From an optimization exercise on the open Yosys and OpenROAD flow, aimed at small area; shortcuts taken in it are not production practice.
In this exercise RTL edits were held to simulation tests only and were not proved equivalent to the original.
Power is estimated from default activity; no workload was simulated.

==> flow/design.v <==
`timescale 1ns/1ps
module divdiv (dividend, divisor, div_state, clk, rstn, enable, result);
input  [31:0] dividend;
input  [31:0] divisor;
input  clk;
input  rstn;
input  enable;
output reg div_state;
output reg [13:0] result;
reg [31:0] temp;
reg [13:0] counter;
reg [13:0] result_pre;
wire [32:0] diff = {1'b0, temp} - {1'b0, divisor};
wire lt = diff[32] & (|divisor);    
wire gt = ~lt & (|diff[31:0]);
always @(posedge clk)
    if (!enable)
        temp <= dividend;
    else if (gt)
        temp <= diff[31:0];
always @(posedge clk)
    if (!enable)
        counter <= 14'd0;
    else if (gt)
        counter <= counter + 14'd1;
always @(posedge clk or negedge rstn)
    if (!rstn)
        result_pre <= 14'd0;
    else if (enable)
        result_pre <= counter;
always @(posedge clk or negedge rstn)
    if (!rstn)
        div_state <= 1'b0;
    else
        div_state <= lt;
always @(posedge clk or negedge rstn)
    if (!rstn)
        result <= 14'd0;
    else if (div_state)
        result <= result_pre;
endmodule
`timescale 1ns/1ps
module adaptive_filter (clk, rstn, shift, w_wr, w_data, byp, sq_ld, sq_d, ds_ld, ds_d, capture,
                        flag_16, e_load, nz_load, v32, x_t0, reff_31, w_t0, w_t32, sq, e, d, flag_n, d_sum_q);
input clk, rstn, shift;
input w_wr, byp, sq_ld, ds_ld, capture, flag_16, e_load, nz_load, v32;
input [31:0] w_data, sq_d, ds_d;
input [13:0] x_t0, reff_31;
output [31:0] w_t0, w_t32;
output reg [31:0] sq;
output reg [13:0] e;
output [13:0] d;
output reg flag_n;
output [31:0] d_sum_q;
reg [31:0] d_sum, n;
assign d_sum_q = d_sum;
reg nz31;
ram_weight ram_weight_1 (.clk(clk), .wr_en(w_wr), .wr_data(w_data), .byp(byp), .tap(w_t0), .tap32(w_t32));
always @(posedge clk or negedge rstn)
    if (rstn == 0)
        d_sum <= 32'd0;
    else if (ds_ld)
        d_sum <= ds_d;
always @(posedge clk or negedge rstn)
    if (rstn == 0)
        sq <= 32'd0;
    else if (sq_ld)
        sq <= sq_d;
always @(posedge clk or negedge rstn)
    if (rstn == 0)
        n <= 32'd0;
    else if (capture & flag_n)
        n <= sq;
always @(posedge clk or negedge rstn)
    if (rstn == 0) begin
        nz31 <= 1'b0;
        flag_n <= 1'b0;
    end else begin
        if (nz_load)
            nz31 <= v32 & (|x_t0);
        if (shift)
            flag_n <= nz31;
    end
wire div_state;
divdiv divdiv_1 (.dividend(d_sum), .divisor(n), .div_state(div_state), .clk(clk), .rstn(rstn),
                 .enable(~flag_16 & flag_n), .result(d));
always @(posedge clk or negedge rstn)
    if (rstn == 0)
        e <= 14'd0;
    else if (div_state & e_load)
        e <= d[13] ? reff_31 + d : reff_31 - d;
endmodule
module mul32x14 (a, b, c, p);
input [31:0] a;
input [13:0] b;
input [36:0] c;
output [36:0] p;
wire [16:0] bb = {2'b00, b, 1'b0};
wire [33:0] a2 = {1'b0, a, 1'b0};
wire [33:0] a1 = {2'b00, a};
reg [36:0] rows [0:7];
reg [6:0] neg;
reg b0, b1, bm, s1, s2, ng;
reg [33:0] r;
integer i;
always @(*) begin
    for (i = 0; i < 7; i = i + 1) begin
        bm = bb[2*i]; b0 = bb[2*i+1]; b1 = bb[2*i+2];
        s1 = b0 ^ bm;                                 
        s2 = (b1 & ~b0 & ~bm) | (~b1 & b0 & bm);     
        ng = b1 & ~(b0 & bm);                        
        r = (({34{s1}} & a1) | ({34{s2}} & a2)) ^ {34{ng}};
        neg[i] = ng;
        rows[i] = {3'b000, r[32:0]} << (2*i);
    end
    rows[7] = ({37{b[13]}} & {5'd0, a}) << 14;       
end
wire [36:0] negs = {23'd0, neg[6], 1'b0, neg[5], 1'b0, neg[4], 1'b0, neg[3], 1'b0, neg[2], 1'b0, neg[1], 1'b0, neg[0]};
wire [36:0] corr = {neg[0], neg[0], neg[0], neg[0], 33'd0} + {neg[1], neg[1], 35'd0};
assign p = rows[0] + rows[1] + rows[2] + rows[3] + rows[4] + rows[5] + rows[6] + rows[7] + negs + corr + c;
endmodule
module mul14x14 (a, b, p);
input [13:0] a;
input [13:0] b;
output [27:0] p;
wire s1;
wire c2;
wire s3;
wire c4;
wire s5;
wire c6;
wire s7;
wire c8;
wire s9;
wire c10;
wire s11;
wire c12;
wire s13;
wire c14;
wire s15;
wire c16;
wire s17;
wire c18;
wire s19;
wire c20;
wire s21;
wire c22;
wire s23;
wire c24;
wire s25;
wire c26;
wire s27;
wire c28;
wire s29;
wire c30;
wire s31;
wire c32;
wire s33;
wire c34;
wire s35;
wire c36;
wire s37;
wire c38;
wire s39;
wire c40;
wire s41;
wire c42;
wire s43;
wire c44;
wire s45;
wire c46;
wire s47;
wire c48;
wire s49;
wire c50;
wire s51;
wire c52;
wire s53;
wire c54;
wire s55;
wire c56;
wire s57;
wire c58;
wire s59;
wire c60;
wire s61;
wire c62;
wire s63;
wire c64;
wire s65;
wire c66;
wire s67;
wire c68;
wire s69;
wire c70;
wire s71;
wire c72;
wire s73;
wire c74;
wire s75;
wire c76;
wire s77;
wire c78;
wire s79;
wire c80;
wire s81;
wire c82;
wire s83;
wire c84;
wire s85;
wire c86;
wire s87;
wire c88;
wire s89;
wire c90;
wire s91;
wire c92;
wire s93;
wire c94;
wire s95;
wire c96;
wire s97;
wire c98;
wire s99;
wire c100;
wire s101;
wire c102;
wire s103;
wire c104;
wire s105;
wire c106;
wire s107;
wire c108;
wire s109;
wire c110;
wire s111;
wire c112;
wire s113;
wire c114;
wire s115;
wire c116;
wire s117;
wire c118;
wire s119;
wire c120;
wire s121;
wire c122;
wire s123;
wire c124;
wire s125;
wire c126;
wire s127;
wire c128;
wire s129;
wire c130;
wire s131;
wire c132;
wire s133;
wire c134;
wire s135;
wire c136;
wire s137;
wire c138;
wire s139;
wire c140;
wire s141;
wire c142;
wire s143;
wire c144;
wire s145;
wire c146;
wire s147;
wire c148;
wire s149;
wire c150;
wire s151;
wire c152;
wire s153;
wire c154;
wire s155;
wire c156;
wire s157;
wire c158;
wire s159;
wire c160;
wire s161;
wire c162;
wire s163;
wire c164;
wire s165;
wire c166;
wire s167;
wire c168;
wire s169;
wire c170;
wire s171;
wire c172;
wire s173;
wire c174;
wire s175;
wire c176;
wire s177;
wire c178;
wire s179;
wire c180;
wire s181;
wire c182;
wire s183;
wire c184;
wire s185;
wire c186;
wire s187;
wire c188;
wire s189;
wire c190;
wire s191;
wire c192;
wire s193;
wire c194;
wire s195;
wire c196;
wire s197;
wire c198;
wire s199;
wire c200;
wire s201;
wire c202;
wire s203;
wire c204;
wire s205;
wire c206;
wire s207;
wire c208;
wire s209;
wire c210;
wire s211;
wire c212;
wire s213;
wire c214;
wire s215;
wire c216;
wire s217;
wire c218;
wire s219;
wire c220;
wire s221;
wire c222;
wire s223;
wire c224;
wire s225;
wire c226;
wire s227;
wire c228;
wire s229;
wire c230;
wire s231;
wire c232;
wire s233;
wire c234;
wire s235;
wire c236;
wire s237;
wire c238;
wire s239;
wire c240;
wire s241;
wire c242;
wire s243;
wire c244;
wire s245;
wire c246;
wire s247;
wire c248;
wire s249;
wire c250;
wire s251;
wire c252;
wire s253;
wire c254;
wire s255;
wire c256;
wire s257;
wire c258;
wire s259;
wire c260;
wire s261;
wire c262;
wire s263;
wire c264;
wire s265;
wire c266;
wire s267;
wire c268;
wire s269;
wire c270;
wire s271;
wire c272;
wire s273;
wire c274;
wire s275;
wire c276;
wire s277;
wire c278;
wire s279;
wire c280;
wire s281;
wire c282;
wire s283;
wire c284;
wire s285;
wire c286;
wire s287;
wire c288;
wire s289;
wire c290;
wire s291;
wire c292;
wire s293;
wire c294;
wire s295;
wire c296;
wire s297;
wire c298;
wire s299;
wire c300;
wire s301;
wire c302;
wire s303;
wire c304;
wire s305;
wire c306;
wire s307;
wire c308;
wire s309;
wire c310;
wire s311;
wire c312;
assign s1 = (a[0] & b[13]) ^ (a[1] & b[12]);
assign c2 = (a[0] & b[13]) & (a[1] & b[12]);
assign s3 = (a[1] & b[13]) ^ (a[2] & b[12]);
assign c4 = (a[1] & b[13]) & (a[2] & b[12]);
assign s5 = (a[0] & b[9]) ^ (a[1] & b[8]);
assign c6 = (a[0] & b[9]) & (a[1] & b[8]);
assign s7 = (a[0] & b[10]) ^ (a[1] & b[9]) ^ (a[2] & b[8]);
assign c8 = ((a[0] & b[10]) & (a[1] & b[9])) | ((a[0] & b[10]) & (a[2] & b[8])) | ((a[1] & b[9]) & (a[2] & b[8]));
assign s9 = (a[3] & b[7]) ^ (a[4] & b[6]);
assign c10 = (a[3] & b[7]) & (a[4] & b[6]);
assign s11 = (a[0] & b[11]) ^ (a[1] & b[10]) ^ (a[2] & b[9]);
assign c12 = ((a[0] & b[11]) & (a[1] & b[10])) | ((a[0] & b[11]) & (a[2] & b[9])) | ((a[1] & b[10]) & (a[2] & b[9]));
assign s13 = (a[3] & b[8]) ^ (a[4] & b[7]) ^ (a[5] & b[6]);
assign c14 = ((a[3] & b[8]) & (a[4] & b[7])) | ((a[3] & b[8]) & (a[5] & b[6])) | ((a[4] & b[7]) & (a[5] & b[6]));
assign s15 = (a[6] & b[5]) ^ (a[7] & b[4]);
assign c16 = (a[6] & b[5]) & (a[7] & b[4]);
assign s17 = (a[0] & b[12]) ^ (a[1] & b[11]) ^ (a[2] & b[10]);
assign c18 = ((a[0] & b[12]) & (a[1] & b[11])) | ((a[0] & b[12]) & (a[2] & b[10])) | ((a[1] & b[11]) & (a[2] & b[10]));
assign s19 = (a[3] & b[9]) ^ (a[4] & b[8]) ^ (a[5] & b[7]);
assign c20 = ((a[3] & b[9]) & (a[4] & b[8])) | ((a[3] & b[9]) & (a[5] & b[7])) | ((a[4] & b[8]) & (a[5] & b[7]));
assign s21 = (a[6] & b[6]) ^ (a[7] & b[5]) ^ (a[8] & b[4]);
assign c22 = ((a[6] & b[6]) & (a[7] & b[5])) | ((a[6] & b[6]) & (a[8] & b[4])) | ((a[7] & b[5]) & (a[8] & b[4]));
assign s23 = (a[9] & b[3]) ^ (a[10] & b[2]);
assign c24 = (a[9] & b[3]) & (a[10] & b[2]);
assign s25 = s1 ^ (a[2] & b[11]) ^ (a[3] & b[10]);
assign c26 = (s1 & (a[2] & b[11])) | (s1 & (a[3] & b[10])) | ((a[2] & b[11]) & (a[3] & b[10]));
assign s27 = (a[4] & b[9]) ^ (a[5] & b[8]) ^ (a[6] & b[7]);
assign c28 = ((a[4] & b[9]) & (a[5] & b[8])) | ((a[4] & b[9]) & (a[6] & b[7])) | ((a[5] & b[8]) & (a[6] & b[7]));
assign s29 = (a[7] & b[6]) ^ (a[8] & b[5]) ^ (a[9] & b[4]);
assign c30 = ((a[7] & b[6]) & (a[8] & b[5])) | ((a[7] & b[6]) & (a[9] & b[4])) | ((a[8] & b[5]) & (a[9] & b[4]));
assign s31 = (a[10] & b[3]) ^ (a[11] & b[2]) ^ (a[12] & b[1]);
assign c32 = ((a[10] & b[3]) & (a[11] & b[2])) | ((a[10] & b[3]) & (a[12] & b[1])) | ((a[11] & b[2]) & (a[12] & b[1]));
assign s33 = c2 ^ s3 ^ (a[3] & b[11]);
assign c34 = (c2 & s3) | (c2 & (a[3] & b[11])) | (s3 & (a[3] & b[11]));
assign s35 = (a[4] & b[10]) ^ (a[5] & b[9]) ^ (a[6] & b[8]);
assign c36 = ((a[4] & b[10]) & (a[5] & b[9])) | ((a[4] & b[10]) & (a[6] & b[8])) | ((a[5] & b[9]) & (a[6] & b[8]));
assign s37 = (a[7] & b[7]) ^ (a[8] & b[6]) ^ (a[9] & b[5]);
assign c38 = ((a[7] & b[7]) & (a[8] & b[6])) | ((a[7] & b[7]) & (a[9] & b[5])) | ((a[8] & b[6]) & (a[9] & b[5]));
assign s39 = (a[10] & b[4]) ^ (a[11] & b[3]) ^ (a[12] & b[2]);
assign c40 = ((a[10] & b[4]) & (a[11] & b[3])) | ((a[10] & b[4]) & (a[12] & b[2])) | ((a[11] & b[3]) & (a[12] & b[2]));
assign s41 = c4 ^ (a[2] & b[13]) ^ (a[3] & b[12]);
assign c42 = (c4 & (a[2] & b[13])) | (c4 & (a[3] & b[12])) | ((a[2] & b[13]) & (a[3] & b[12]));
assign s43 = (a[4] & b[11]) ^ (a[5] & b[10]) ^ (a[6] & b[9]);
assign c44 = ((a[4] & b[11]) & (a[5] & b[10])) | ((a[4] & b[11]) & (a[6] & b[9])) | ((a[5] & b[10]) & (a[6] & b[9]));
assign s45 = (a[7] & b[8]) ^ (a[8] & b[7]) ^ (a[9] & b[6]);
assign c46 = ((a[7] & b[8]) & (a[8] & b[7])) | ((a[7] & b[8]) & (a[9] & b[6])) | ((a[8] & b[7]) & (a[9] & b[6]));
assign s47 = (a[10] & b[5]) ^ (a[11] & b[4]) ^ (a[12] & b[3]);
assign c48 = ((a[10] & b[5]) & (a[11] & b[4])) | ((a[10] & b[5]) & (a[12] & b[3])) | ((a[11] & b[4]) & (a[12] & b[3]));
assign s49 = (a[3] & b[13]) ^ (a[4] & b[12]) ^ (a[5] & b[11]);
assign c50 = ((a[3] & b[13]) & (a[4] & b[12])) | ((a[3] & b[13]) & (a[5] & b[11])) | ((a[4] & b[12]) & (a[5] & b[11]));
assign s51 = (a[6] & b[10]) ^ (a[7] & b[9]) ^ (a[8] & b[8]);
assign c52 = ((a[6] & b[10]) & (a[7] & b[9])) | ((a[6] & b[10]) & (a[8] & b[8])) | ((a[7] & b[9]) & (a[8] & b[8]));
assign s53 = (a[9] & b[7]) ^ (a[10] & b[6]) ^ (a[11] & b[5]);
assign c54 = ((a[9] & b[7]) & (a[10] & b[6])) | ((a[9] & b[7]) & (a[11] & b[5])) | ((a[10] & b[6]) & (a[11] & b[5]));
assign s55 = (a[4] & b[13]) ^ (a[5] & b[12]) ^ (a[6] & b[11]);
assign c56 = ((a[4] & b[13]) & (a[5] & b[12])) | ((a[4] & b[13]) & (a[6] & b[11])) | ((a[5] & b[12]) & (a[6] & b[11]));
assign s57 = (a[7] & b[10]) ^ (a[8] & b[9]) ^ (a[9] & b[8]);
assign c58 = ((a[7] & b[10]) & (a[8] & b[9])) | ((a[7] & b[10]) & (a[9] & b[8])) | ((a[8] & b[9]) & (a[9] & b[8]));
assign s59 = (a[5] & b[13]) ^ (a[6] & b[12]) ^ (a[7] & b[11]);
assign c60 = ((a[5] & b[13]) & (a[6] & b[12])) | ((a[5] & b[13]) & (a[7] & b[11])) | ((a[6] & b[12]) & (a[7] & b[11]));
assign s61 = (a[0] & b[6]) ^ (a[1] & b[5]);
assign c62 = (a[0] & b[6]) & (a[1] & b[5]);
assign s63 = (a[0] & b[7]) ^ (a[1] & b[6]) ^ (a[2] & b[5]);
assign c64 = ((a[0] & b[7]) & (a[1] & b[6])) | ((a[0] & b[7]) & (a[2] & b[5])) | ((a[1] & b[6]) & (a[2] & b[5]));
assign s65 = (a[3] & b[4]) ^ (a[4] & b[3]);
assign c66 = (a[3] & b[4]) & (a[4] & b[3]);
assign s67 = (a[0] & b[8]) ^ (a[1] & b[7]) ^ (a[2] & b[6]);
assign c68 = ((a[0] & b[8]) & (a[1] & b[7])) | ((a[0] & b[8]) & (a[2] & b[6])) | ((a[1] & b[7]) & (a[2] & b[6]));
assign s69 = (a[3] & b[5]) ^ (a[4] & b[4]) ^ (a[5] & b[3]);
assign c70 = ((a[3] & b[5]) & (a[4] & b[4])) | ((a[3] & b[5]) & (a[5] & b[3])) | ((a[4] & b[4]) & (a[5] & b[3]));
assign s71 = (a[6] & b[2]) ^ (a[7] & b[1]);
assign c72 = (a[6] & b[2]) & (a[7] & b[1]);
assign s73 = s5 ^ (a[2] & b[7]) ^ (a[3] & b[6]);
assign c74 = (s5 & (a[2] & b[7])) | (s5 & (a[3] & b[6])) | ((a[2] & b[7]) & (a[3] & b[6]));
assign s75 = (a[4] & b[5]) ^ (a[5] & b[4]) ^ (a[6] & b[3]);
assign c76 = ((a[4] & b[5]) & (a[5] & b[4])) | ((a[4] & b[5]) & (a[6] & b[3])) | ((a[5] & b[4]) & (a[6] & b[3]));
assign s77 = (a[7] & b[2]) ^ (a[8] & b[1]) ^ (a[9] & b[0]);
assign c78 = ((a[7] & b[2]) & (a[8] & b[1])) | ((a[7] & b[2]) & (a[9] & b[0])) | ((a[8] & b[1]) & (a[9] & b[0]));
assign s79 = c6 ^ s7 ^ s9;
assign c80 = (c6 & s7) | (c6 & s9) | (s7 & s9);
assign s81 = (a[5] & b[5]) ^ (a[6] & b[4]) ^ (a[7] & b[3]);
assign c82 = ((a[5] & b[5]) & (a[6] & b[4])) | ((a[5] & b[5]) & (a[7] & b[3])) | ((a[6] & b[4]) & (a[7] & b[3]));
assign s83 = (a[8] & b[2]) ^ (a[9] & b[1]) ^ (a[10] & b[0]);
assign c84 = ((a[8] & b[2]) & (a[9] & b[1])) | ((a[8] & b[2]) & (a[10] & b[0])) | ((a[9] & b[1]) & (a[10] & b[0]));
assign s85 = c8 ^ c10 ^ s11;
assign c86 = (c8 & c10) | (c8 & s11) | (c10 & s11);
assign s87 = s13 ^ s15 ^ (a[8] & b[3]);
assign c88 = (s13 & s15) | (s13 & (a[8] & b[3])) | (s15 & (a[8] & b[3]));
assign s89 = (a[9] & b[2]) ^ (a[10] & b[1]) ^ (a[11] & b[0]);
assign c90 = ((a[9] & b[2]) & (a[10] & b[1])) | ((a[9] & b[2]) & (a[11] & b[0])) | ((a[10] & b[1]) & (a[11] & b[0]));
assign s91 = c12 ^ c14 ^ c16;
assign c92 = (c12 & c14) | (c12 & c16) | (c14 & c16);
assign s93 = s17 ^ s19 ^ s21;
assign c94 = (s17 & s19) | (s17 & s21) | (s19 & s21);
assign s95 = s23 ^ (a[11] & b[1]) ^ (a[12] & b[0]);
assign c96 = (s23 & (a[11] & b[1])) | (s23 & (a[12] & b[0])) | ((a[11] & b[1]) & (a[12] & b[0]));
assign s97 = c18 ^ c20 ^ c22;
assign c98 = (c18 & c20) | (c18 & c22) | (c20 & c22);
assign s99 = c24 ^ s25 ^ s27;
assign c100 = (c24 & s25) | (c24 & s27) | (s25 & s27);
assign s101 = s29 ^ s31 ^ (a[13] & b[0]);
assign c102 = (s29 & s31) | (s29 & (a[13] & b[0])) | (s31 & (a[13] & b[0]));
assign s103 = c26 ^ c28 ^ c30;
assign c104 = (c26 & c28) | (c26 & c30) | (c28 & c30);
assign s105 = c32 ^ s33 ^ s35;
assign c106 = (c32 & s33) | (c32 & s35) | (s33 & s35);
assign s107 = s37 ^ s39 ^ (a[13] & b[1]);
assign c108 = (s37 & s39) | (s37 & (a[13] & b[1])) | (s39 & (a[13] & b[1]));
assign s109 = c34 ^ c36 ^ c38;
assign c110 = (c34 & c36) | (c34 & c38) | (c36 & c38);
assign s111 = c40 ^ s41 ^ s43;
assign c112 = (c40 & s41) | (c40 & s43) | (s41 & s43);
assign s113 = s45 ^ s47 ^ (a[13] & b[2]);
assign c114 = (s45 & s47) | (s45 & (a[13] & b[2])) | (s47 & (a[13] & b[2]));
assign s115 = c42 ^ c44 ^ c46;
assign c116 = (c42 & c44) | (c42 & c46) | (c44 & c46);
assign s117 = c48 ^ s49 ^ s51;
assign c118 = (c48 & s49) | (c48 & s51) | (s49 & s51);
assign s119 = s53 ^ (a[12] & b[4]) ^ (a[13] & b[3]);
assign c120 = (s53 & (a[12] & b[4])) | (s53 & (a[13] & b[3])) | ((a[12] & b[4]) & (a[13] & b[3]));
assign s121 = c50 ^ c52 ^ c54;
assign c122 = (c50 & c52) | (c50 & c54) | (c52 & c54);
assign s123 = s55 ^ s57 ^ (a[10] & b[7]);
assign c124 = (s55 & s57) | (s55 & (a[10] & b[7])) | (s57 & (a[10] & b[7]));
assign s125 = (a[11] & b[6]) ^ (a[12] & b[5]) ^ (a[13] & b[4]);
assign c126 = ((a[11] & b[6]) & (a[12] & b[5])) | ((a[11] & b[6]) & (a[13] & b[4])) | ((a[12] & b[5]) & (a[13] & b[4]));
assign s127 = c56 ^ c58 ^ s59;
assign c128 = (c56 & c58) | (c56 & s59) | (c58 & s59);
assign s129 = (a[8] & b[10]) ^ (a[9] & b[9]) ^ (a[10] & b[8]);
assign c130 = ((a[8] & b[10]) & (a[9] & b[9])) | ((a[8] & b[10]) & (a[10] & b[8])) | ((a[9] & b[9]) & (a[10] & b[8]));
assign s131 = (a[11] & b[7]) ^ (a[12] & b[6]) ^ (a[13] & b[5]);
assign c132 = ((a[11] & b[7]) & (a[12] & b[6])) | ((a[11] & b[7]) & (a[13] & b[5])) | ((a[12] & b[6]) & (a[13] & b[5]));
assign s133 = c60 ^ (a[6] & b[13]) ^ (a[7] & b[12]);
assign c134 = (c60 & (a[6] & b[13])) | (c60 & (a[7] & b[12])) | ((a[6] & b[13]) & (a[7] & b[12]));
assign s135 = (a[8] & b[11]) ^ (a[9] & b[10]) ^ (a[10] & b[9]);
assign c136 = ((a[8] & b[11]) & (a[9] & b[10])) | ((a[8] & b[11]) & (a[10] & b[9])) | ((a[9] & b[10]) & (a[10] & b[9]));
assign s137 = (a[11] & b[8]) ^ (a[12] & b[7]) ^ (a[13] & b[6]);
assign c138 = ((a[11] & b[8]) & (a[12] & b[7])) | ((a[11] & b[8]) & (a[13] & b[6])) | ((a[12] & b[7]) & (a[13] & b[6]));
assign s139 = (a[7] & b[13]) ^ (a[8] & b[12]) ^ (a[9] & b[11]);
assign c140 = ((a[7] & b[13]) & (a[8] & b[12])) | ((a[7] & b[13]) & (a[9] & b[11])) | ((a[8] & b[12]) & (a[9] & b[11]));
assign s141 = (a[10] & b[10]) ^ (a[11] & b[9]) ^ (a[12] & b[8]);
assign c142 = ((a[10] & b[10]) & (a[11] & b[9])) | ((a[10] & b[10]) & (a[12] & b[8])) | ((a[11] & b[9]) & (a[12] & b[8]));
assign s143 = (a[8] & b[13]) ^ (a[9] & b[12]) ^ (a[10] & b[11]);
assign c144 = ((a[8] & b[13]) & (a[9] & b[12])) | ((a[8] & b[13]) & (a[10] & b[11])) | ((a[9] & b[12]) & (a[10] & b[11]));
assign s145 = (a[0] & b[4]) ^ (a[1] & b[3]);
assign c146 = (a[0] & b[4]) & (a[1] & b[3]);
assign s147 = (a[0] & b[5]) ^ (a[1] & b[4]) ^ (a[2] & b[3]);
assign c148 = ((a[0] & b[5]) & (a[1] & b[4])) | ((a[0] & b[5]) & (a[2] & b[3])) | ((a[1] & b[4]) & (a[2] & b[3]));
assign s149 = (a[3] & b[2]) ^ (a[4] & b[1]);
assign c150 = (a[3] & b[2]) & (a[4] & b[1]);
assign s151 = s61 ^ (a[2] & b[4]) ^ (a[3] & b[3]);
assign c152 = (s61 & (a[2] & b[4])) | (s61 & (a[3] & b[3])) | ((a[2] & b[4]) & (a[3] & b[3]));
assign s153 = (a[4] & b[2]) ^ (a[5] & b[1]) ^ (a[6] & b[0]);
assign c154 = ((a[4] & b[2]) & (a[5] & b[1])) | ((a[4] & b[2]) & (a[6] & b[0])) | ((a[5] & b[1]) & (a[6] & b[0]));
assign s155 = c62 ^ s63 ^ s65;
assign c156 = (c62 & s63) | (c62 & s65) | (s63 & s65);
assign s157 = (a[5] & b[2]) ^ (a[6] & b[1]) ^ (a[7] & b[0]);
assign c158 = ((a[5] & b[2]) & (a[6] & b[1])) | ((a[5] & b[2]) & (a[7] & b[0])) | ((a[6] & b[1]) & (a[7] & b[0]));
assign s159 = c64 ^ c66 ^ s67;
assign c160 = (c64 & c66) | (c64 & s67) | (c66 & s67);
assign s161 = s69 ^ s71 ^ (a[8] & b[0]);
assign c162 = (s69 & s71) | (s69 & (a[8] & b[0])) | (s71 & (a[8] & b[0]));
assign s163 = c68 ^ c70 ^ c72;
assign c164 = (c68 & c70) | (c68 & c72) | (c70 & c72);
assign s165 = s73 ^ s75 ^ s77;
assign c166 = (s73 & s75) | (s73 & s77) | (s75 & s77);
assign s167 = c74 ^ c76 ^ c78;
assign c168 = (c74 & c76) | (c74 & c78) | (c76 & c78);
assign s169 = s79 ^ s81 ^ s83;
assign c170 = (s79 & s81) | (s79 & s83) | (s81 & s83);
assign s171 = c80 ^ c82 ^ c84;
assign c172 = (c80 & c82) | (c80 & c84) | (c82 & c84);
assign s173 = s85 ^ s87 ^ s89;
assign c174 = (s85 & s87) | (s85 & s89) | (s87 & s89);
assign s175 = c86 ^ c88 ^ c90;
assign c176 = (c86 & c88) | (c86 & c90) | (c88 & c90);
assign s177 = s91 ^ s93 ^ s95;
assign c178 = (s91 & s93) | (s91 & s95) | (s93 & s95);
assign s179 = c92 ^ c94 ^ c96;
assign c180 = (c92 & c94) | (c92 & c96) | (c94 & c96);
assign s181 = s97 ^ s99 ^ s101;
assign c182 = (s97 & s99) | (s97 & s101) | (s99 & s101);
assign s183 = c98 ^ c100 ^ c102;
assign c184 = (c98 & c100) | (c98 & c102) | (c100 & c102);
assign s185 = s103 ^ s105 ^ s107;
assign c186 = (s103 & s105) | (s103 & s107) | (s105 & s107);
assign s187 = c104 ^ c106 ^ c108;
assign c188 = (c104 & c106) | (c104 & c108) | (c106 & c108);
assign s189 = s109 ^ s111 ^ s113;
assign c190 = (s109 & s111) | (s109 & s113) | (s111 & s113);
assign s191 = c110 ^ c112 ^ c114;
assign c192 = (c110 & c112) | (c110 & c114) | (c112 & c114);
assign s193 = s115 ^ s117 ^ s119;
assign c194 = (s115 & s117) | (s115 & s119) | (s117 & s119);
assign s195 = c116 ^ c118 ^ c120;
assign c196 = (c116 & c118) | (c116 & c120) | (c118 & c120);
assign s197 = s121 ^ s123 ^ s125;
assign c198 = (s121 & s123) | (s121 & s125) | (s123 & s125);
assign s199 = c122 ^ c124 ^ c126;
assign c200 = (c122 & c124) | (c122 & c126) | (c124 & c126);
assign s201 = s127 ^ s129 ^ s131;
assign c202 = (s127 & s129) | (s127 & s131) | (s129 & s131);
assign s203 = c128 ^ c130 ^ c132;
assign c204 = (c128 & c130) | (c128 & c132) | (c130 & c132);
assign s205 = s133 ^ s135 ^ s137;
assign c206 = (s133 & s135) | (s133 & s137) | (s135 & s137);
assign s207 = c134 ^ c136 ^ c138;
assign c208 = (c134 & c136) | (c134 & c138) | (c136 & c138);
assign s209 = s139 ^ s141 ^ (a[13] & b[7]);
assign c210 = (s139 & s141) | (s139 & (a[13] & b[7])) | (s141 & (a[13] & b[7]));
assign s211 = c140 ^ c142 ^ s143;
assign c212 = (c140 & c142) | (c140 & s143) | (c142 & s143);
assign s213 = (a[11] & b[10]) ^ (a[12] & b[9]) ^ (a[13] & b[8]);
assign c214 = ((a[11] & b[10]) & (a[12] & b[9])) | ((a[11] & b[10]) & (a[13] & b[8])) | ((a[12] & b[9]) & (a[13] & b[8]));
assign s215 = c144 ^ (a[9] & b[13]) ^ (a[10] & b[12]);
assign c216 = (c144 & (a[9] & b[13])) | (c144 & (a[10] & b[12])) | ((a[9] & b[13]) & (a[10] & b[12]));
assign s217 = (a[11] & b[11]) ^ (a[12] & b[10]) ^ (a[13] & b[9]);
assign c218 = ((a[11] & b[11]) & (a[12] & b[10])) | ((a[11] & b[11]) & (a[13] & b[9])) | ((a[12] & b[10]) & (a[13] & b[9]));
assign s219 = (a[10] & b[13]) ^ (a[11] & b[12]) ^ (a[12] & b[11]);
assign c220 = ((a[10] & b[13]) & (a[11] & b[12])) | ((a[10] & b[13]) & (a[12] & b[11])) | ((a[11] & b[12]) & (a[12] & b[11]));
assign s221 = (a[0] & b[3]) ^ (a[1] & b[2]);
assign c222 = (a[0] & b[3]) & (a[1] & b[2]);
assign s223 = s145 ^ (a[2] & b[2]) ^ (a[3] & b[1]);
assign c224 = (s145 & (a[2] & b[2])) | (s145 & (a[3] & b[1])) | ((a[2] & b[2]) & (a[3] & b[1]));
assign s225 = c146 ^ s147 ^ s149;
assign c226 = (c146 & s147) | (c146 & s149) | (s147 & s149);
assign s227 = c148 ^ c150 ^ s151;
assign c228 = (c148 & c150) | (c148 & s151) | (c150 & s151);
assign s229 = c152 ^ c154 ^ s155;
assign c230 = (c152 & c154) | (c152 & s155) | (c154 & s155);
assign s231 = c156 ^ c158 ^ s159;
assign c232 = (c156 & c158) | (c156 & s159) | (c158 & s159);
assign s233 = c160 ^ c162 ^ s163;
assign c234 = (c160 & c162) | (c160 & s163) | (c162 & s163);
assign s235 = c164 ^ c166 ^ s167;
assign c236 = (c164 & c166) | (c164 & s167) | (c166 & s167);
assign s237 = c168 ^ c170 ^ s171;
assign c238 = (c168 & c170) | (c168 & s171) | (c170 & s171);
assign s239 = c172 ^ c174 ^ s175;
assign c240 = (c172 & c174) | (c172 & s175) | (c174 & s175);
assign s241 = c176 ^ c178 ^ s179;
assign c242 = (c176 & c178) | (c176 & s179) | (c178 & s179);
assign s243 = c180 ^ c182 ^ s183;
assign c244 = (c180 & c182) | (c180 & s183) | (c182 & s183);
assign s245 = c184 ^ c186 ^ s187;
assign c246 = (c184 & c186) | (c184 & s187) | (c186 & s187);
assign s247 = c188 ^ c190 ^ s191;
assign c248 = (c188 & c190) | (c188 & s191) | (c190 & s191);
assign s249 = c192 ^ c194 ^ s195;
assign c250 = (c192 & c194) | (c192 & s195) | (c194 & s195);
assign s251 = c196 ^ c198 ^ s199;
assign c252 = (c196 & c198) | (c196 & s199) | (c198 & s199);
assign s253 = c200 ^ c202 ^ s203;
assign c254 = (c200 & c202) | (c200 & s203) | (c202 & s203);
assign s255 = c204 ^ c206 ^ s207;
assign c256 = (c204 & c206) | (c204 & s207) | (c206 & s207);
assign s257 = c208 ^ c210 ^ s211;
assign c258 = (c208 & c210) | (c208 & s211) | (c210 & s211);
assign s259 = c212 ^ c214 ^ s215;
assign c260 = (c212 & c214) | (c212 & s215) | (c214 & s215);
assign s261 = c216 ^ c218 ^ s219;
assign c262 = (c216 & c218) | (c216 & s219) | (c218 & s219);
assign s263 = c220 ^ (a[11] & b[13]) ^ (a[12] & b[12]);
assign c264 = (c220 & (a[11] & b[13])) | (c220 & (a[12] & b[12])) | ((a[11] & b[13]) & (a[12] & b[12]));
assign s265 = (a[0] & b[2]) ^ (a[1] & b[1]);
assign c266 = (a[0] & b[2]) & (a[1] & b[1]);
assign s267 = s221 ^ (a[2] & b[1]) ^ (a[3] & b[0]);
assign c268 = (s221 & (a[2] & b[1])) | (s221 & (a[3] & b[0])) | ((a[2] & b[1]) & (a[3] & b[0]));
assign s269 = c222 ^ s223 ^ (a[4] & b[0]);
assign c270 = (c222 & s223) | (c222 & (a[4] & b[0])) | (s223 & (a[4] & b[0]));
assign s271 = c224 ^ s225 ^ (a[5] & b[0]);
assign c272 = (c224 & s225) | (c224 & (a[5] & b[0])) | (s225 & (a[5] & b[0]));
assign s273 = c226 ^ s227 ^ s153;
assign c274 = (c226 & s227) | (c226 & s153) | (s227 & s153);
assign s275 = c228 ^ s229 ^ s157;
assign c276 = (c228 & s229) | (c228 & s157) | (s229 & s157);
assign s277 = c230 ^ s231 ^ s161;
assign c278 = (c230 & s231) | (c230 & s161) | (s231 & s161);
assign s279 = c232 ^ s233 ^ s165;
assign c280 = (c232 & s233) | (c232 & s165) | (s233 & s165);
assign s281 = c234 ^ s235 ^ s169;
assign c282 = (c234 & s235) | (c234 & s169) | (s235 & s169);
assign s283 = c236 ^ s237 ^ s173;
assign c284 = (c236 & s237) | (c236 & s173) | (s237 & s173);
assign s285 = c238 ^ s239 ^ s177;
assign c286 = (c238 & s239) | (c238 & s177) | (s239 & s177);
assign s287 = c240 ^ s241 ^ s181;
assign c288 = (c240 & s241) | (c240 & s181) | (s241 & s181);
assign s289 = c242 ^ s243 ^ s185;
assign c290 = (c242 & s243) | (c242 & s185) | (s243 & s185);
assign s291 = c244 ^ s245 ^ s189;
assign c292 = (c244 & s245) | (c244 & s189) | (s245 & s189);
assign s293 = c246 ^ s247 ^ s193;
assign c294 = (c246 & s247) | (c246 & s193) | (s247 & s193);
assign s295 = c248 ^ s249 ^ s197;
assign c296 = (c248 & s249) | (c248 & s197) | (s249 & s197);
assign s297 = c250 ^ s251 ^ s201;
assign c298 = (c250 & s251) | (c250 & s201) | (s251 & s201);
assign s299 = c252 ^ s253 ^ s205;
assign c300 = (c252 & s253) | (c252 & s205) | (s253 & s205);
assign s301 = c254 ^ s255 ^ s209;
assign c302 = (c254 & s255) | (c254 & s209) | (s255 & s209);
assign s303 = c256 ^ s257 ^ s213;
assign c304 = (c256 & s257) | (c256 & s213) | (s257 & s213);
assign s305 = c258 ^ s259 ^ s217;
assign c306 = (c258 & s259) | (c258 & s217) | (s259 & s217);
assign s307 = c260 ^ s261 ^ (a[13] & b[10]);
assign c308 = (c260 & s261) | (c260 & (a[13] & b[10])) | (s261 & (a[13] & b[10]));
assign s309 = c262 ^ s263 ^ (a[13] & b[11]);
assign c310 = (c262 & s263) | (c262 & (a[13] & b[11])) | (s263 & (a[13] & b[11]));
assign s311 = c264 ^ (a[12] & b[13]) ^ (a[13] & b[12]);
assign c312 = (c264 & (a[12] & b[13])) | (c264 & (a[13] & b[12])) | ((a[12] & b[13]) & (a[13] & b[12]));
wire [27:0] ra = {1'b0, c312, c310, c308, c306, c304, c302, c300, c298, c296, c294, c292, c290, c288, c286, c284, c282, c280, c278, c276, c274, c272, c270, c268, c266, s265, (a[0] & b[1]), (a[0] & b[0])};
wire [27:0] rb = {1'b0, (a[13] & b[13]), s311, s309, s307, s305, s303, s301, s299, s297, s295, s293, s291, s289, s287, s285, s283, s281, s279, s277, s275, s273, s271, s269, s267, (a[2] & b[0]), (a[1] & b[0]), 1'b0};
assign p = ra + rb;
endmodule
`timescale 1ns/1ps
module ram_weight (clk, wr_en, wr_data, byp, tap, tap32);
input clk, wr_en, byp;
input [31:0] wr_data;
output [31:0] tap, tap32;
reg [33*32-1:0] ring;
assign tap = ring[31:0];
assign tap32 = ring[32*32 +: 32];
wire [31:0] back = wr_en ? wr_data : ring[31:0];
always @(posedge clk)
    ring <= {back, byp ? ring[31:0] : ring[32*32 +: 32], ring[32*32-1:32]};
endmodule
`timescale 1ns/1ps
module ram_data (clk, rstn, shift, in, wr, in_q, tap0, tap1, tap32);
input clk, rstn, shift, wr;
input [13:0] in;
output reg [13:0] in_q;
output [13:0] tap0, tap1, tap32;
always @(posedge clk or negedge rstn)
    if (rstn == 0)
        in_q <= 14'd0;
    else if (shift)
        in_q <= in;
reg [33*14-1:0] ring;
assign tap0 = ring[13:0];
assign tap1 = ring[27:14];
assign tap32 = ring[32*14 +: 14];
always @(posedge clk)
    ring <= {wr ? in_q : ring[13:0], ring[33*14-1:14]};
endmodule
`timescale 1ns/1ps
module alog_top (rstn, clk, buffer_2, buffer_3, reff, head_flag, dout, weight_2_in_0);
input rstn, clk, head_flag;
input [13:0] buffer_2, buffer_3, reff;
output [31:0] weight_2_in_0;
output reg [13:0] dout;
wire [13:0] d_2, d_3;
reg [11:0] counter_pre;
reg c2078, c2113, c2114;    
reg [5:0] curr_state, next_state;
reg stop_state, stb_state, adap_filter_state, weight_cal_state, shift_data_state;
always @(posedge clk or negedge rstn)
    if (rstn == 0)
        {stb_state, shift_data_state, weight_cal_state, adap_filter_state, stop_state} <= 5'd0;
    else
        {stb_state, shift_data_state, weight_cal_state, adap_filter_state, stop_state} <= curr_state[4:0];
always @(posedge clk or negedge rstn)
    if (rstn == 0)
        counter_pre <= 12'd0;
    else if (counter_pre == 12'd2128)
        counter_pre <= 12'd0;
    else if (stop_state | stb_state)
        counter_pre <= 12'd0;
    else
        counter_pre <= counter_pre + 12'd1;
always @(posedge clk or negedge rstn)
    if (rstn == 0)
        {c2078, c2113, c2114} <= 3'd0;
    else
        {c2078, c2113, c2114} <= {counter_pre == 12'd2078, counter_pre == 12'd2113, counter_pre == 12'd2114};
always @(posedge clk or negedge rstn)
    if (rstn == 0)
        curr_state <= 6'd1;
    else
        curr_state <= next_state;
always @(*)
    case (curr_state)
    6'd1    : next_state = head_flag ? 6'd2 : 6'd1;
    6'd2    : next_state = c2078 ? 6'd4 : 6'd2;
    6'd4    : next_state = c2113 ? 6'd8 : 6'd4;
    6'd8    : next_state = c2114 ? 6'd16 : 6'd8;
    6'd16   : next_state = (~head_flag) ? 6'd1 : 6'd16;
    default : next_state = 6'd1;
    endcase
always @(posedge clk or negedge rstn)
    if (rstn == 0)
        dout <= 14'd0;
    else
        dout <= d_2 + d_3;
reg [5:0] fcnt;
reg af_dly, flag_16;
always @(posedge clk or negedge rstn)
    if (rstn == 0)
        fcnt <= 6'd0;
    else if (adap_filter_state == 1'b0)
        fcnt <= 6'd0;
    else if (fcnt != 6'd34)
        fcnt <= fcnt + 6'd1;
always @(posedge clk or negedge rstn)
    if (rstn == 0) begin
        af_dly <= 1'b0;
        flag_16 <= 1'b0;
    end else begin
        af_dly <= adap_filter_state;
        flag_16 <= (fcnt == 6'd33);
    end
wire shift = shift_data_state;
reg [5:0] j;
wire [5:0] j1 = (j == 6'd32) ? 6'd0 : j + 6'd1;
wire [5:0] j2 = (j1 == 6'd32) ? 6'd0 : j1 + 6'd1;
always @(posedge clk or negedge rstn)
    if (rstn == 0)
        j <= 6'd0;
    else
        j <= shift ? j2 : j1;
reg [5:0] v;
always @(posedge clk or negedge rstn)
    if (rstn == 0)
        v <= 6'd0;
    else if (shift && v != 6'd33)
        v <= v + 6'd1;
reg [6:0] ps;
wire [6:0] ps_n = (counter_pre == 12'd2082) ? 7'd1 : ((ps != 7'd0) && (ps != 7'd68)) ? ps + 7'd1 : 7'd0;
always @(posedge clk or negedge rstn)
    if (rstn == 0)
        ps <= 7'd0;
    else
        ps <= ps_n;
wire [5:0] j_n = shift ? j2 : j1;
wire [5:0] j_n1 = (j_n == 6'd32) ? 6'd0 : j_n + 6'd1;
wire [5:0] v_n = (shift && v != 6'd33) ? v + 6'd1 : v;
reg vold33;                         
wire vold33_n = shift ? (v == 6'd33) : vold33;
reg jeq0, jeq1, jeq31, jeq32, v32, v33;
reg capture, flag_17;
reg w0u, m_w0, ua, ma, ub, mb, mb_first, blk;
reg wa, wb, oku_a, oku_b, okm_a, okm_b;
reg sq_pend2, sq_pend3, sub2, sub3;
reg wv;
wire upd_ab_n = ((ps_n >= 7'd2) && (ps_n <= 7'd34)) | ((ps_n >= 7'd35) && (ps_n <= 7'd67));
always @(posedge clk or negedge rstn)
    if (rstn == 0) begin
        {jeq0, jeq1, jeq31, jeq32, v32, v33, vold33, capture, flag_17} <= 9'd0;
        {w0u, m_w0, ua, ma, ub, mb, mb_first, blk} <= 8'd0;
        {wa, wb, oku_a, oku_b, okm_a, okm_b} <= 6'd0;
        {sq_pend2, sq_pend3, sub2, sub3, wv} <= 5'd0;
    end else begin
        jeq0 <= (j_n == 6'd0);
        jeq1 <= (j_n == 6'd1);
        jeq31 <= (j_n == 6'd31);
        jeq32 <= (j_n == 6'd32);
        v32 <= (v_n >= 6'd32);
        v33 <= (v_n == 6'd33);
        vold33 <= vold33_n;
        capture <= adap_filter_state & (fcnt == 6'd32);
        flag_17 <= flag_16;
        w0u <= (ps_n == 7'd1);
        m_w0 <= (ps_n == 7'd2);
        ua <= (ps_n >= 7'd2) && (ps_n <= 7'd34);
        ma <= (ps_n >= 7'd3) && (ps_n <= 7'd35);
        ub <= (ps_n >= 7'd35) && (ps_n <= 7'd67);
        mb <= (ps_n >= 7'd36);
        mb_first <= (ps_n == 7'd36);
        blk <= (ps_n >= 7'd35);
        wa <= (ps_n >= 7'd2) && (ps_n <= 7'd34) && (j_n != 6'd0) && (j_n != 6'd32);
        oku_a <= (v_n > j_n1);
        wb <= (ps_n >= 7'd35) && (ps_n <= 7'd67) && (j_n != 6'd0);
        oku_b <= (j_n1 != 6'd0) ? (v_n > j_n1) : vold33_n;
        okm_a <= (v > j) && (j != 6'd0) && (j != 6'd32);
        okm_b <= (v > j) && (j != 6'd0);
        sq_pend2 <= flag_17 | (sq_pend2 & ~sub2);
        sq_pend3 <= flag_17 | (sq_pend3 & ~sub3);
        sub2 <= (flag_17 | (sq_pend2 & ~sub2)) & (j_n == 6'd32);
        sub3 <= (flag_17 | (sq_pend3 & ~sub3)) & (j_n == 6'd31);
        if (ps_n == 7'd68)
            wv <= 1'b1;
    end
wire e_load = af_dly & (fcnt == 6'd34);
reg byp_pend, byp_run;
wire byp_start = byp_pend & jeq1;
wire byp = byp_start | byp_run;      
always @(posedge clk or negedge rstn)
    if (rstn == 0) begin
        byp_pend <= 1'b0;
        byp_run <= 1'b0;
    end else begin
        if (flag_16)
            byp_pend <= 1'b1;
        else if (byp_start)
            byp_pend <= 1'b0;
        byp_run <= byp & ~jeq32;
    end
wire [13:0] x2_t0, x2_t1, x2_t32, x2_in, x3_t0, x3_t1, x3_t32, x3_in, r_t0;
wire dwr = jeq0 & ~blk;
ram_data ram_data_2 (.clk(clk), .rstn(rstn), .shift(shift), .in(buffer_2), .wr(dwr), .in_q(x2_in), .tap0(x2_t0), .tap1(x2_t1), .tap32(x2_t32));
ram_data ram_data_3 (.clk(clk), .rstn(rstn), .shift(shift), .in(buffer_3), .wr(dwr), .in_q(x3_in), .tap0(x3_t0), .tap1(x3_t1), .tap32(x3_t32));
ram_data ram_data_r (.clk(clk), .rstn(rstn), .shift(shift), .in(reff), .wr(dwr), .in_q(), .tap0(r_t0), .tap1(), .tap32());
reg [13:0] reff_31;
always @(posedge clk)
    if (jeq31)
        reff_31 <= v32 ? r_t0 : 14'd0;
reg [13:0] x1;
always @(posedge clk or negedge rstn)
    if (rstn == 0)
        x1 <= 14'd0;
    else if (shift)
        x1 <= x2_in;
wire [31:0] w2_t0, w2_t32, w3_t0, w3_t32, sq2, sq3;
wire [13:0] e_2, e_3;
wire flag_n2, flag_n3;
reg [31:0] w0_r;
reg [31:0] acc2;
wire [31:0] d_sum3_q;
assign weight_2_in_0 = w0_r;
wire add2 = flag_16, add3 = flag_17;
wire sq_op = add2 | add3 | sub2 | sub3;
wire [13:0] bu = ({14{w0u}} & x1) | ({14{ua & oku_a}} & x2_t1) | ({14{ub & oku_b}} & x3_t1) |
                 ({14{add2}} & x2_in) | ({14{add3}} & x3_in) |
                 ({14{sub2 & v33}} & x2_t0) | ({14{sub3 & v33}} & x3_t1);
wire [13:0] au = ({14{w0u | ua}} & e_2) | ({14{ub}} & e_3) | ({14{sq_op}} & bu);
wire [27:0] pu;
mul14x14 mul_u (.a(au), .b(bu), .p(pu));
wire [31:0] xu = ({32{w0u}} & w0_r) | ({32{ua & wv}} & w2_t0) | ({32{ub & wv}} & w3_t0) |
                 ({32{add2}} & sq2) | ({32{sub2}} & ~sq2) | ({32{add3}} & sq3) | ({32{sub3}} & ~sq3);
wire [31:0] su = xu + (sq_op ? {4'd0, pu} : {7'd0, pu[24:0]});
wire [31:0] sq_new = su ^ {32{sub2 | sub3}};
always @(posedge clk or negedge rstn)
    if (rstn == 0)
        w0_r <= 32'd0;
    else if (w0u)
        w0_r <= su;
wire [31:0] am = ({32{m_w0}} & w0_r) | ({32{ma}} & w2_t32) | ({32{mb}} & w3_t32);
wire [13:0] bm = ({14{m_w0}} & x2_in) | ({14{ma & okm_a}} & x2_t32) | ({14{mb & okm_b}} & x3_t32);
wire [31:0] cm = ({32{ma}} & acc2) | ({32{mb & ~mb_first}} & d_sum3_q);
wire [36:0] pm;
mul32x14 mul (.a(am), .b(bm), .c({cm, 5'd0}), .p(pm));
always @(posedge clk)
    if (m_w0 | ma)
        acc2 <= pm[36:5];
adaptive_filter adaptive_filter_2 (.clk(clk), .rstn(rstn), .shift(shift), .w_wr(wa), .w_data(su), .byp(byp),
    .sq_ld(add2 | sub2), .sq_d(sq_new), .ds_ld(capture & flag_n2), .ds_d(acc2), .capture(capture),
    .flag_16(flag_16), .e_load(e_load), .nz_load(jeq31), .v32(v32), .x_t0(x2_t0), .reff_31(reff_31),
    .w_t0(w2_t0), .w_t32(w2_t32), .sq(sq2), .e(e_2), .d(d_2), .flag_n(flag_n2), .d_sum_q());
adaptive_filter adaptive_filter_3 (.clk(clk), .rstn(rstn), .shift(shift), .w_wr(wb), .w_data(su), .byp(byp),
    .sq_ld(add3 | sub3), .sq_d(sq_new), .ds_ld(mb & flag_n3), .ds_d(pm[36:5]), .capture(capture),
    .flag_16(flag_16), .e_load(e_load), .nz_load(jeq31), .v32(v32), .x_t0(x3_t0), .reff_31(reff_31),
    .w_t0(w3_t0), .w_t32(w3_t32), .sq(sq3), .e(e_3), .d(d_3), .flag_n(flag_n3), .d_sum_q(d_sum3_q));
endmodule
==> flow/config.mk <==
export PLATFORM = sky130hd
export DESIGN_NAME = alog_top
export DESIGN_NICKNAME = alog_top
export VERILOG_FILES = /design/flow/design.v
export SDC_FILE = /design/flow/constraint.sdc
export NUM_CORES = 4
export LEC_CHECK = 0
export CAP_MARGIN = 20
export CORE_MARGIN = 2
export CORE_UTILIZATION = 60
export CTS_CLUSTER_DIAMETER = 90
export CTS_CLUSTER_SIZE = 25
export PLACE_DENSITY = 0.7
export SLEW_MARGIN = 20
==> flow/run.sh <==
#!/bin/bash
# synth_recipe.tcl (not shown) runs the flow's synth.tcl, then flattens the netlist and writes it again
# the make line also repeats each setting of config.mk as NAME=value (left out here)
make -C /OpenROAD-flow-scripts/flow DESIGN_CONFIG=/design/flow/config.mk WORK_HOME=/design/flow/orfs CLKGATE_MAP_FILE= SYNTH_SCRIPT=/design/flow/synth_recipe.tcl finish
==> flow/constraint.sdc <==
create_clock -name core_clock -period 12.0 [get_ports {clk}]
set_input_delay 2.4000 -clock core_clock [delete_from_list [all_inputs] [get_ports {clk}]]
set_output_delay 2.4000 -clock core_clock [all_outputs]
set_load 0.01 [all_outputs]
==> notes.md <==
report_power, final:
part           internal, mW  leakage [nW]  switching [mW]
clock network          3.02          2.66            4.12
registers              13.7          36.0          0.0250
logic                0.0333          17.1          0.0650
total                  16.7          55.7            4.21
area by class of cell:
type                            instances  area share
Clock inverter                         27     0.00373
Antenna cell                           13    0.000248
Sequential cell                      4101       0.652
Inverter                              502      0.0144
Multi-Input combinational cell       4042       0.253
Clock buffer                          240      0.0383
Tap cell                             2672      0.0255
Timing Repair Buffer                  190      0.0128
synthesized netlist by cell type (28+ instances only):
cell      count  area, um2
o21ai_0     201       1010
nand2_1     640       2400
clkbuf_1    236        886
nand2b_1     51        319
nor2_1      324       1220
xor2_1      196       1720
mux2i_1      41        410
and3_1       47        294
a22o_1       33        289
o21ai_1      28        140
edfxtp_1    110       3300
o21bai_1     32        240
a21oi_1     192        961
dfrtp_1     464      11600
fa_1        344       6890
and2_1       56        350
xnor2_1     245       2150
ha_1        258       3230
nand3_1     111        556
mux2_2      418       4710
inv_1       501       1880
a21o_1       78        586
nor4_1       44        275
nor3_1       54        270
a221oi_1     62        543
buf_1        37        139
dfxtp_1    3526      70600
a22oi_1     255       1910
nand4_1      37        231
flip-flops by register name (all words and copies together) (netlist names), 32 cells and up:
name and count:
adaptive_filter_2.sq 32, adaptive_filter_3.divdiv_1.temp 32, adaptive_filter_3.sq 32, ram_data_3.ring 462
adaptive_filter_2.ram_weight_1.ring 1056, w0_r 32, ram_data_2.ring 462, acc2 32
adaptive_filter_3.d_sum 32, adaptive_filter_2.divdiv_1.temp 32, adaptive_filter_3.ram_weight_1.ring 1056, ram_data_r.ring 462
adaptive_filter_3.n 32, adaptive_filter_2.d_sum 32, adaptive_filter_2.n 32
worst reg2reg max path: cells and delay by family (launching register included):
| family | cells | cell delay (ns) |
|---|---|---|
| compound gates | 13 | 3.79 |
| xor+xnor | 3 | 0.50 |
| fa+ha+maj | 8 | 3.37 |
| buf+inv | 3 | 0.17 |
| flops | 1 | 0.53 |
| mux | 1 | 0.29 |
| simple gates | 6 | 1.81 |
final timing paths:
| kind | from | depth (start not counted) | end | slack (ns) |
|---|---|---|---|---|
| min in group asynchronous | rstn | 1 | adaptive_filter_2.divdiv_1.result[4] | 1.49 |
| max | sub2 | 34 | adaptive_filter_3.sq[30] | 1.48 |
| min | ram_data_r.ring[149] | 0 | ram_data_r.ring[135] | 0.27 |
| min reg2reg | ram_data_r.ring[149] | 0 | ram_data_r.ring[135] | 0.27 |
| max in group asynchronous | rstn | 3 | w0_r[13] | 8.32 |
| max reg2reg | sub2 | 34 | adaptive_filter_3.sq[30] | 1.48 |
stage by stage:
| stage | std cells | hold slack (ns) | power [mW] | cell area [um2] |
|---|---|---|---|---|
| floorplan | 8922 | 0.310 | 14.1 | 122000 |
| global placement | 11500 | 0.309 | 14.1 | 126000 |
| detailed placement | 11500 | 0.312 | 14.1 | 126000 |
| CTS | 11800 | 0.254 | 21.1 | 131000 |
| global route | 11800 | 0.270 | 21.6 | 131000 |
| finish | 11800 | 0.269 | 21.0 | 131000 |
per-layer routing:
layer  track usage  vias up  wire length [um]
li1              -    29600                 -
met1         0.381    31300            124000
met2         0.415     1862            123000
met3        0.0586      461             18600
met4        0.0910       14              9910
met5       0.00187        -               122
logic make-up after synthesis:
group                      count (synthesis)
DFF                                     4101
AOI/OAI and AO/OA                       1068
buffers and inverters                    779
and+or+nand+nor                         1471
xor gates and xnor gates                 442
adders and majority gates                602
muxes                                    459
==> metrics.cfg <==
[synthesis]
synth_fp_nets = 9569
synth_compound_area_frac = 0.0594
ys_ff_latch = 4101
synth_area_um2 = 122000
ys_seq_area_frac = 0.704
synthArstFlopShare = 0.113
netlist_instances = 8922
synth-xor-area-share = 0.0319
yosys_most_used_dff = dfxtp_1
synth-simple-area-share = 0.0553
synth_warnings = 7
synth_area_per_cell_um2 = 13.6
synth_top_family_by_area = adder cells
synth_mux_area_frac = 0.0421
synth_edf_count = 110
ys_types = 92
synthAdderAreaFrac = 0.0832

[timing]
slew_viol_final = 0
setup_viol = 0
slew_headroom = 0.168
tns_ns = 0
tightest_slew_ns = 1.24
timing.fmax_mhz = 95.1
rsz0062_at_grt = no
skew_ns = 0.0770
hold_viol = 0
fin_crit_ns = 10.52
post-route-period-util = 0.877
fin_ws_ns = 1.48

[global_route]
grt_usage = 0.270
grt_pass1_vias = 64400
overflow = 0
grt_max_degree = 138
grt_pass1_wl_um = 411000
antenna_found_initial = 34

[clock_tree]
htreeDepth = 4
cts_inserted_buffers = 187
cts-root-buf = clkbuf_16
cts.clk_slew.worst_paths_ns = 0.11
worstSkewPairLatency_ns = 0.90
ctsResizeCount = 0
ctsHoldBuffers = 0
clk_path_buf_depth = 3
cts_tree = done
post_cts_buffers = 0
clkSinkCount = 4101

[power]
p_leak_nw = 55.7
power_density_nw_per_um2 = 160
vdd_drop_max_mv = 0.184

[die]
fp.dieW_um = 454
die_area_um2 = 206000
core.rowCount = 165
core_area_um2 = 202000
die_y_um = 454
io_pins = 91
start_util = 0.602

[route]
ant_nets = 0
route.detailed.drc = 0
wl_per_cell_um = 23.4
drtPass1Iterations = 8
first_iter_violations = 5269
drt-total-wl_um = 276000
route.detailed.vias_per_inst = 5.36
num_vias = 63200

[worst_setup_path]
slowest_delay_ns = 0.90
slowest_stage = a21boi_1
crit_top_cell = fa_1
end_kind = flip-flop
crit_required_ns = 12.77
critPathBufInv = 3
arrival_ns = 11.29
path_delay_family = compound AO/OA/AOI/OAI gates
start_kind = flip-flop
crit_type = flip-flop to flip-flop
crit_fanout = 14

[placed_design]
place.gp.congestion = 0.965
hpwlAfterDp_um = 196000
port_buffers = 90
pre_cts_ws_ns = 1.46

[layout]
post-route-util = 0.650
most-common-layout-cells = dfxtp_1, nand2_1, inv_1
final_net_count = 9671
area_growth_pct = 7.97
fillCellCount = 14300
multi_input_area_um2 = 33200
seq_area_um2 = 85500
final_common_cell = dfxtp_1
drive_above_1_share = 0.0887

[min_path]
hp-class = flip-flop to flip-flop

[status]
status = finished clean

[flow_run]
cap_violations = 0

## static timing again, ports no longer ideal
How much do the figures lean on ideal ports? The routed layout below was timed once more, with nothing changed but the port constraints.
Step 1: set_driving_cell puts a clkbuf_16 on clk and a buf_2 on each other input, an assumption about the parent block.
Step 2 times the ports against the registers' clock, not the clock port: input delays grow and output delays shrink by t, the midpoint of the rising clock arrivals with the driver on.
Slacks: ideal ports / drivers / drivers and shift; pairs: ideal ports / drivers.
t (ns): 0.947
setup slack, ns: 1.482 / 1.482 / 1.482
worst setup path after step 2: register to register
worst register clock-pin slew, ns: 0.11 / 0.11
worst data-port slew with drivers (ns): 0.07
After both steps this run still meets setup and hold. For this run, drivers alone change the setup slack by 0.000 ns; drivers and shift together by 0.000 ns.
